From an optimization exercise on the open Yosys and OpenROAD flow, aimed at small area, a short achievable clock period and few clock cycles; shortcuts taken in it are not production practice. Where RTL was checked, it was by simulation tests only, not by an equivalence proof against the original.

== P ==
// aoc_day2
module aoc_day2 (
    input         clock,
    input         reset,
    input  [63:0] data_value,
    input         data_valid,
    output        data_ready,
    output        result_valid,
    output [63:0] result_value
);
    reg ready_q;
    reg phase;           
    always @(posedge clock) begin
        if (reset) begin
            ready_q <= 1'b0;
            phase   <= 1'b0;
        end else begin
            ready_q <= 1'b1;
            if (data_valid && ready_q) phase <= ~phase;
        end
    end
    assign data_ready = ready_q;
    function [3:0] add3;
        input [3:0] x;
        add3 = {x[3] | (x[2] & x[0]) | (x[2] & x[1]),
                (x[3] & x[0]) | (x[2] & ~x[1] & ~x[0]),
                (x[3] & ~x[0]) | (~x[2] & x[1]) | (x[1] & x[0]),
                (~x[3] & ~x[2] & x[0]) | (x[2] & x[1] & ~x[0]) | (x[3] & ~x[0])};
    endfunction
    wire [33:0] a_n = data_value[33:0];
    wire [9:0] ge;
    assign ge[0] = a_n >= 34'd10;
    assign ge[1] = a_n >= 34'd100;
  ...
For scale: ~7400 cells after synthesis, ~630 flip-flops, ~130 I/O pins, ~52000 um2 of cells after synthesis.
clock: 5.0 ns
lec_check: 0
abc_area: 1
cap_margin: 20
core_margin: 2
core_utilization: 40
setup_slack_margin: 0.8
slew_margin: 20
run.sh (not shown) runs the stock make flow with config.mk's settings and CLKGATE_MAP_FILE= SYNTH_SCRIPT=/design/flow/synth_recipe.tcl, a recipe that flattens the netlist after the stock synthesis.
P finished all stages; the layout is clean.
Testbench counts of P, summed over its fixed seeds: cycles 464.
Setup changes, P to Q
Settings: SETUP_SLACK_MARGIN now 1.6, was 0.8.
Q vs P, relative slew slack went up by 6.0 points. Diff P -> Q: register share of the cell area decreased 2.7 points, delay of the slowest cell on the worst path now smaller.
> inputs changed (Q -> R)
Settings: SETUP_SLACK_MARGIN: 1.6 -> 1.2.
Final worst-path cycle share ended up 0.81 points higher on R than on Q.
Taking Q as the reference, in R critical path depth now smaller, final critical path time including I/O delays and setup now larger.

========
Setup of run 1:
Another version of the RTL of aoc_day2 (not shown whole).
Size in the first run: about 5100 cells after synthesis, roughly 620 flip-flops, roughly 130 I/O pins, roughly 45000 um2 of cells after synthesis.
==> flow/config.mk <==
export PLATFORM = sky130hd
export DESIGN_NAME = aoc_day2
export DESIGN_NICKNAME = aoc_day2
export VERILOG_FILES = /design/flow/design.v
export SDC_FILE = /design/flow/constraint.sdc
export NUM_CORES = 4
export LEC_CHECK = 0
export CAP_MARGIN = 20
export CORE_MARGIN = 2
export CORE_UTILIZATION = 65
export PLACE_DENSITY = 0.75
export SLEW_MARGIN = 20
==> flow/constraint.sdc <==
create_clock -name core_clock -period 5.0 [get_ports {clock}]
set_input_delay 1.0000 -clock core_clock [delete_from_list [all_inputs] [get_ports {clock}]]
set_output_delay 1.0000 -clock core_clock [all_outputs]
set_load 0.01 [all_outputs]
diff inputs: run 1 => run 2
# run 1
export LEC_CHECK = 0
export CAP_MARGIN = 20
export CORE_MARGIN = 2
export CORE_UTILIZATION = 65
export PLACE_DENSITY = 0.75
export SLEW_MARGIN = 20
create_clock -name core_clock -period 5.0 [get_ports {clock}]
# run 2
export LEC_CHECK = 0
export CAP_MARGIN = 20
export CORE_MARGIN = 2
export CORE_UTILIZATION = 40
export GPL_TIMING_DRIVEN = 0
export SLEW_MARGIN = 20
create_clock -name core_clock -period 5.0 [get_ports {clock}]
### Flow results
The number of buffers other than clock buffers in the final layout in run 2 sits 54 above the value recorded for run 1.
Run 2 vs. run 1: number of vias in the routed layout barely changed; final area climbed 2.9%; final cell count climbed about 10%.
Run 2 -> run 1: number of synthesized flops with an enable pin delta 0, exact match
#### Input delta (run 3 over run 2)
# run 2
export LEC_CHECK = 0
export CAP_MARGIN = 20
export CORE_MARGIN = 2
export CORE_UTILIZATION = 40
export GPL_TIMING_DRIVEN = 0
export SLEW_MARGIN = 20
create_clock -name core_clock -period 5.0 [get_ports {clock}]
# run 3
export LEC_CHECK = 0
export CAP_MARGIN = 5
export CORE_MARGIN = 2
export CORE_UTILIZATION = 65
export PLACE_DENSITY = 0.75
export SLEW_MARGIN = 5
create_clock -name core_clock -period 5.0 [get_ports {clock}]
Notes after the runs:
- No stage failed in run 3, and the final checks on the layout all came back clean.
- Compared with run 2, run 3 shows post-detailed-routing wire length lower by 1.1%.
- | non-clock buffer count | higher: run 2 |
- In run 3, the clock buffer count from CTS came out about 1.4% above the value in run 2.
- Delta (run 3 minus run 2): cell area after layout fell 2.9%, core area fell 39%, die area fell about 40%.
What run 4 does differently from run 3 at the input level:
# run 3
export LEC_CHECK = 0
export CAP_MARGIN = 5
export CORE_MARGIN = 2
export CORE_UTILIZATION = 65
export PLACE_DENSITY = 0.75
export SLEW_MARGIN = 5
create_clock -name core_clock -period 5.0 [get_ports {clock}]
# run 4
export LEC_CHECK = 0
export CAP_MARGIN = 20
export CORE_MARGIN = 2
export CORE_UTILIZATION = 40
export SLEW_MARGIN = 20
create_clock -name core_clock -period 5.0 [get_ports {clock}]
[summary]
The top metal layer carrying routed signals comes out met5 in one run and met4 in the other, namely in run 3 and run 4 respectively. NOTE via density per instance run 3->run 4 decreased by more than 10%. Upper clock frequency limit: run 3 vs run 4, no meaningful difference.
Function was not checked in any run of this note: the RTL went through the layout flow alone.

========
Another version of the RTL of aoc_day2 (not shown whole).
For scale: ~5600 cells after synthesis, ~0.048 mm² of cells after synthesis.
Settings: LEC_CHECK=0, CAP_MARGIN=20, CORE_MARGIN=2, CORE_UTILIZATION=40, SETUP_SLACK_MARGIN=1.2, SLEW_MARGIN=20, SYNTH_HIERARCHICAL=1, SYNTH_MINIMUM_KEEP_SIZE=0; clock period 5.0 ns.
The starting point passed the timing, design-rule and antenna checks.
Testbench counts at the start, summed over its fixed seeds: cycles 464.
Then changed:
SETUP_SLACK_MARGIN = 1.6   (was 1.2)
Result:
- die area is unchanged
- via count increases by 4.3%
- final area increases by 5.6%
- maximum frequency increases by 1.3%
- worst setup slack improved by 0.056 ns
- utilization increases by 2.8 points
- area after synthesis is unchanged
- clock skew increases by 0.0050 ns
Then changed:
ABC_AREA = 1   (was default)
SETUP_SLACK_MARGIN = 1.2   (was 1.6)
The changed run finished with timing, DRC and antenna clean.
Cell count rises by about a fifth.
Register-to-register slack is better by 0.57 ns.
Final area went down by a little under a tenth.
Clock skew is about the same.
Fmax rises by about a fifth.
Core utilization is lower by 7.6 points.
Then changed:
SETUP_SLACK_MARGIN = 1.0   (was 1.2)
Worst hold slack is about the same.
Global-route usage hardly moves.
Clock-buffer cell count does not change.
Critical path depth came out lower by 1.
Sequential share of layout area climbs by 0.20 points.
Wire length decreases by 0.58%.

========
Another version of the RTL of aoc_day2 (not shown whole).
Size: ~7200 cells after synthesis, about 130 I/O pins, ~0.049 sq mm of cells after synthesis.
clock: 5.0 ns
lec_check: 0
abc_area: 1
cap_margin: 20
core_margin: 2
core_utilization: 40
setup_slack_margin: 1.4
slew_margin: 20
synth_hierarchical: 1
synth_minimum_keep_size: 0
Testbench counts at the start, summed over its fixed seeds: cycles 448.
==> next run, changes <==
CTS_BUF_LIST = sky130_fd_sc_hd__clkbuf_8   (was default)
SETUP_SLACK_MARGIN = 1.2   (was 1.4)
=> The changed run completed with no timing, DRC or antenna violations. Worst hold slack is about the same. Routed wire length fell by 1.2%.
==> next run, changes <==
CTS_BUF_LIST = default   (was sky130_fd_sc_hd__clkbuf_8)
SETUP_SLACK_MARGIN = 1.0   (was 1.2)
Die area stays the same. Wire length is lower by 1.1%. Worst setup slack degrades by 0.17 ns.
==> next run, changes <==
CORE_UTILIZATION = 55   (was 40)
PLACE_DENSITY = 0.72   (was default)
SETUP_SLACK_MARGIN = 1.2   (was 1.0)
Result: Worst setup slack is better by 0.046 ns; final cell count came out lower by about 5%.
==> next run, changes <==
CORE_UTILIZATION = 40   (was 55)
CTS_BUF_LIST = sky130_fd_sc_hd__clkbuf_4 sky130_fd_sc_hd__clkbuf_8   (was default)
PLACE_DENSITY = default   (was 0.72)
Effect:
- The changed run ran to the end with no violations
- clock skew grows by 0.020 ns
- worst setup slack gains 0.080 ns
- flip-flop and latch count does not change
- synthesized cell count is unchanged

[what the ideal ports hide]
The flow's constraints put no driver on any port. The routed layouts listed below were extracted and timed again, unchanged, in two steps. Step 1 assumes that a clkbuf_16 drives the clock port and a buf_2 every other input. Step 2 also shifts input and output timing later by t, the mid clock arrival at the registers, as if the neighbouring blocks saw the same clock. Slacks: ideal ports / drivers / drivers and shift; pairs: ideal ports / drivers.
run	t, ns	slack for setup (ns)	hold slack, ns
P	0.753	0.958 / 0.958 / 0.958	0.320 / 0.320 / 0.320
Q	0.752	1.147 / 1.147 / 1.147	0.309 / 0.309 / 0.309
R	0.754	1.107 / 1.107 / 1.107	0.321 / 0.321 / 0.321
run 1	0.675	0.187 / 0.187 / 0.187	0.320 / 0.320 / 0.320
run 2	0.688	0.124 / 0.124 / 0.124	0.321 / 0.321 / 0.321
run 3	0.675	0.187 / 0.187 / 0.187	0.320 / 0.320 / 0.320
run 4	0.673	0.198 / 0.198 / 0.198	0.319 / 0.319 / 0.319
the first run of note 3	0.704	0.651 / 0.651 / 0.651	0.324 / 0.324 / 0.324
the second run of note 3	0.724	0.707 / 0.707 / 0.707	0.305 / 0.305 / 0.305
the third run of note 3	0.740	1.278 / 1.278 / 1.278	0.319 / 0.319 / 0.319
the fourth run of note 3	0.738	1.232 / 1.232 / 1.232	0.319 / 0.319 / 0.319
the first run of note 4	0.722	1.351 / 1.351 / 1.351	0.319 / 0.319 / 0.319
the second run of note 4	0.845	1.332 / 1.332 / 1.332	0.317 / 0.317 / 0.317
the third run of note 4	0.723	1.165 / 1.165 / 1.165	0.319 / 0.319 / 0.319
the fourth run of note 4	0.716	1.211 / 1.211 / 1.211	0.325 / 0.325 / 0.325
the fifth run of note 4	0.843	1.291 / 1.291 / 1.291	0.317 / 0.317 / 0.317
After both steps every run listed still meets setup and hold.
